What follows belongs to an exercise in optimizing a design on an open flow for small area; a production flow would make more cautious choices.
In this exercise RTL edits were held to simulation tests only and were not proved equivalent to the original.

==> exp/garnet: inputs <==
==> flow/design.v (excerpt) <==
module cordic #(
    parameter INPUT_DATA_WIDTH = 16,
    parameter ITERATIONS = 16
)(
    input wire i_clk,
    input wire i_resetn,
    input wire signed [INPUT_DATA_WIDTH - 1:0] i_xIn,
    input wire signed [INPUT_DATA_WIDTH - 1:0] i_yIn,
    input wire signed [31:0] i_angle,
    output reg signed [INPUT_DATA_WIDTH:0] o_xOut,
    output reg signed [INPUT_DATA_WIDTH:0] o_yOut
);
==> flow/config.mk <==
export PLATFORM = sky130hd
export DESIGN_NAME = cordic
export DESIGN_NICKNAME = cordic
export VERILOG_FILES = /design/flow/design.v
export SDC_FILE = /design/flow/constraint.sdc
export NUM_CORES = 4
export LEC_CHECK = 0
export CAP_MARGIN = 20
export CORE_MARGIN = 2
export CORE_UTILIZATION = 60
export CTS_CLUSTER_DIAMETER = 90
export CTS_CLUSTER_SIZE = 28
export SLEW_MARGIN = 20
==> flow/constraint.sdc <==
create_clock -name core_clock -period 5.5 [get_ports {i_clk}]
set_input_delay 1.1000 -clock core_clock [delete_from_list [all_inputs] [get_ports {i_clk}]]
set_output_delay 1.1000 -clock core_clock [all_outputs]
set_load 0.01 [all_outputs]
standard.sh (not shown) runs the stock make flow with config.mk's settings and CLKGATE_MAP_FILE= SYNTH_SCRIPT=/design/flow/synth_recipe.tcl, a recipe that flattens the netlist after the stock synthesis.
==> flow/flow/run.sh <==
#!/bin/bash
set -euo pipefail
export BUFFER_PORTS_ARGS="-buffer_cell sky130_fd_sc_hd__buf_1"
bash standard.sh > standard_flow.log 2>&1
==> inputs of exp/pepper, as changes to exp/garnet <==
==> flow/run.sh (new file) <==
#!/bin/bash
# synth_recipe.tcl (not shown) runs the flow's synth.tcl, then flattens the netlist and writes it again
# the make line also repeats each setting of config.mk as NAME=value (left out here)
make -C /OpenROAD-flow-scripts/flow DESIGN_CONFIG=/design/flow/config.mk WORK_HOME=/design/flow/orfs CLKGATE_MAP_FILE= SYNTH_SCRIPT=/design/flow/synth_recipe.tcl finish
removed: flow/flow/run.sh
removed: flow/standard.sh
==> metrics.md <==
| Metric | Value |
|---|---|
| Gr usage total | `0.200` |
| CP Buf/Inv Count | `2` |
| Status | `timing/DRC/antenna clean` |
| Hold path startpoint | `r_t15_11` |
| Fin crit share | `0.963` |
| CP max-delay cell | `fa_1` |
| Global routing met2 resource utilization | `0.375` |
| Met3 routed WL | `2420 µm` |
| Syn-to-layout area delta | `8.10%` |
| Fin area | `0.0495 mm²` |
| Gpl congestion | `0.874` |
(the above is from exp/pepper)
==> metrics.md <==
| Metric | Value |
|---|---|
| Met3 routed WL | `2210 µm` |
| Status | `timing/DRC/antenna clean` |
| Gpl congestion | `0.858` |
| Hold path startpoint | `r_t15_12` |
| CP max-delay cell | `or4_1` |
| CP Buf/Inv Count | `0` |
| Global routing met2 resource utilization | `0.376` |
| Syn-to-layout area delta | `6.59%` |
| Fin area | `0.0488 mm²` |
| Gr usage total | `0.199` |
| Fin crit share | `0.967` |
(the above is from exp/garnet)

* * *

==> inputs of try-zinc <==
cordic, a different RTL version from the one above (not shown whole).
## cordic
module cordic #(
    parameter INPUT_DATA_WIDTH = 16,
    parameter ITERATIONS = 16
)(
    input wire i_clk,
    input wire i_resetn,
    input wire signed [INPUT_DATA_WIDTH - 1:0] i_xIn,
    input wire signed [INPUT_DATA_WIDTH - 1:0] i_yIn,
    input wire signed [31:0] i_angle,
    output reg signed [INPUT_DATA_WIDTH:0] o_xOut,
    output reg signed [INPUT_DATA_WIDTH:0] o_yOut
);
wire [1:0] q = i_angle[31:30];
wire signed [16:0] xs = i_xIn, ys = i_yIn;
wire signed [16:0] w_xpre = (q == 2'b01) ? -ys : (q == 2'b10) ? ys : xs;
wire signed [16:0] w_ypre = (q == 2'b01) ? xs : (q == 2'b10) ? -xs : ys;
wire w_nz29 = |i_angle[28:0];
wire w_d0 = ~q[1] & (i_angle[29] | w_nz29);
wire [1:0] w_t = {q[1], i_angle[29]};
wire [1:0] w_t1 = w_d0 ? w_t - 2'd1 : w_t + 2'd1;
wire w_d1 = (w_t1 == 2'b01) | ((w_t1 == 2'b00) & w_nz29);
reg signed [16:0] r_x0, r_y0;
reg [30:0] r_a1;
reg r_d0, r_d1;
always @(posedge i_clk or negedge i_resetn)
    if (~i_resetn) begin r_x0 <= 17'sd0; r_y0 <= 17'sd0; end
    else begin r_x0 <= w_xpre; r_y0 <= w_ypre; end
always @(posedge i_clk) begin
    r_a1 <= {w_t1, i_angle[28:0]};
    r_d0 <= w_d0;
    r_d1 <= w_d1;
end
wire [16:0] ax0_s;
wire ax0_c1; assign ax0_s[0] = r_x0[0] ^ (r_y0[0] ^ r_d0) ^ r_d0; assign ax0_c1 = (r_x0[0] & (r_y0[0] ^ r_d0)) | (r_x0[0] & r_d0) | ((r_y0[0] ^ r_d0) & r_d0);
wire ax0_c2; assign ax0_s[1] = r_x0[1] ^ (r_y0[1] ^ r_d0) ^ ax0_c1; assign ax0_c2 = (r_x0[1] & (r_y0[1] ^ r_d0)) | (r_x0[1] & ax0_c1) | ((r_y0[1] ^ r_d0) & ax0_c1);
wire ax0_c3; assign ax0_s[2] = r_x0[2] ^ (r_y0[2] ^ r_d0) ^ ax0_c2; assign ax0_c3 = (r_x0[2] & (r_y0[2] ^ r_d0)) | (r_x0[2] & ax0_c2) | ((r_y0[2] ^ r_d0) & ax0_c2);
wire ax0_c4; assign ax0_s[3] = r_x0[3] ^ (r_y0[3] ^ r_d0) ^ ax0_c3; assign ax0_c4 = (r_x0[3] & (r_y0[3] ^ r_d0)) | (r_x0[3] & ax0_c3) | ((r_y0[3] ^ r_d0) & ax0_c3);
wire ax0_c5; assign ax0_s[4] = r_x0[4] ^ (r_y0[4] ^ r_d0) ^ ax0_c4; assign ax0_c5 = (r_x0[4] & (r_y0[4] ^ r_d0)) | (r_x0[4] & ax0_c4) | ((r_y0[4] ^ r_d0) & ax0_c4);
wire ax0_c6; assign ax0_s[5] = r_x0[5] ^ (r_y0[5] ^ r_d0) ^ ax0_c5; assign ax0_c6 = (r_x0[5] & (r_y0[5] ^ r_d0)) | (r_x0[5] & ax0_c5) | ((r_y0[5] ^ r_d0) & ax0_c5);
  ...
Settings: LEC_CHECK=0, CAP_MARGIN=10, CORE_MARGIN=2, CORE_UTILIZATION=60, CTS_CLUSTER_DIAMETER=90, CTS_CLUSTER_SIZE=28, SLEW_MARGIN=10; clock period 5.5 ns.
==> flow/flow/run.sh <==
#!/bin/bash
# The standard layout (standard.sh: standard synthesis and the ORFS flow), with one change:
# the buffers that placement puts on the input and output ports are the smallest buffer cell,
# sky130_fd_sc_hd__buf_1, instead of the flow's default choice. The make output (every tool's
# output, in order) goes to standard_flow.log here; ORFS keeps each step's own log under orfs/logs.
set -euo pipefail
export BUFFER_PORTS_ARGS="-buffer_cell sky130_fd_sc_hd__buf_1"
bash standard.sh > standard_flow.log 2>&1
==> try-garnet: changes against try-zinc <==
CAP_MARGIN = 20   (was 10)
CORE_UTILIZATION = 50   (was 60)
CTS_CLUSTER_DIAMETER = 95   (was 90)
CTS_CLUSTER_SIZE = 32   (was 28)
SLEW_MARGIN = 20   (was 10)
==> run notes <==
Initial Util=60.9%; via count=23100; Worst Hold Launch=r_dl12_6$_DFF_P_; met1 Use GR=28.8%; max incr delay on CP=430 ps; CP cell instances=mux2_2 -> fa_1 -> fa_2 -> fa_2 -> fa_1 -> fa_2 -> fa_1 -> fa_2 -> fa_2 -> fa_2 -> or3_4 -> nor4_4 -> a41oi_2 -> nor2_2 -> nand2_1 -> xnor2_1; status=timing/DRC/antenna clean; Arrival @ worst endpoint=5890 ps; met2 Track Usage GR=42.2%; Well Taps=855; Routed met3 length=1960 µm
# the run above: try-zinc

==> run notes <==
Arrival @ worst endpoint=5860 ps; Largest register FFs=31; non-filler cells, final=4635; M1 WL=30800 µm; Worst Hold Launch=r_d6$_DFF_P_; TritonCTS clock tree=built; Initial Util=50.6%; Well Taps=1040; max incr delay on CP=450 ps; via count=23000; met2 Track Usage GR=32.8%; met1 Use GR=22.4%; status=timing/DRC/antenna clean
# the run above: try-garnet

==> separate check: timing with driven ports <==
No port has a modelled driver above. Below, the same layouts with a new extraction and two added sets of constraints.
Step 1 (the two cells are an assumption about what drives the block):
set clk [get_ports {i_clk}]
set_driving_cell -lib_cell sky130_fd_sc_hd__clkbuf_16 $clk
set_driving_cell -lib_cell sky130_fd_sc_hd__buf_2 [delete_from_list [all_inputs] $clk]
Step 2 moves the port delays by t, midway between the first and last clock arrival at a register: inputs arrive t later, outputs are due t later. That takes back most of the time a late clock gives input paths.
Slacks: no drivers / after step 1 / after step 2; pairs: no drivers / after step 1.
run	t (ns)	setup slack, ns	latest minus earliest clock arrival (ns)
exp/garnet	0.651	0.183 / 0.183 / 0.183	0.029 / 0.030
exp/pepper	0.672	0.204 / 0.204 / 0.204	0.035 / 0.035
try-zinc	0.657	0.131 / 0.131 / 0.131	0.035 / 0.035
try-garnet	0.657	0.141 / 0.141 / 0.141	0.029 / 0.029
After both steps every run listed still meets setup and hold.
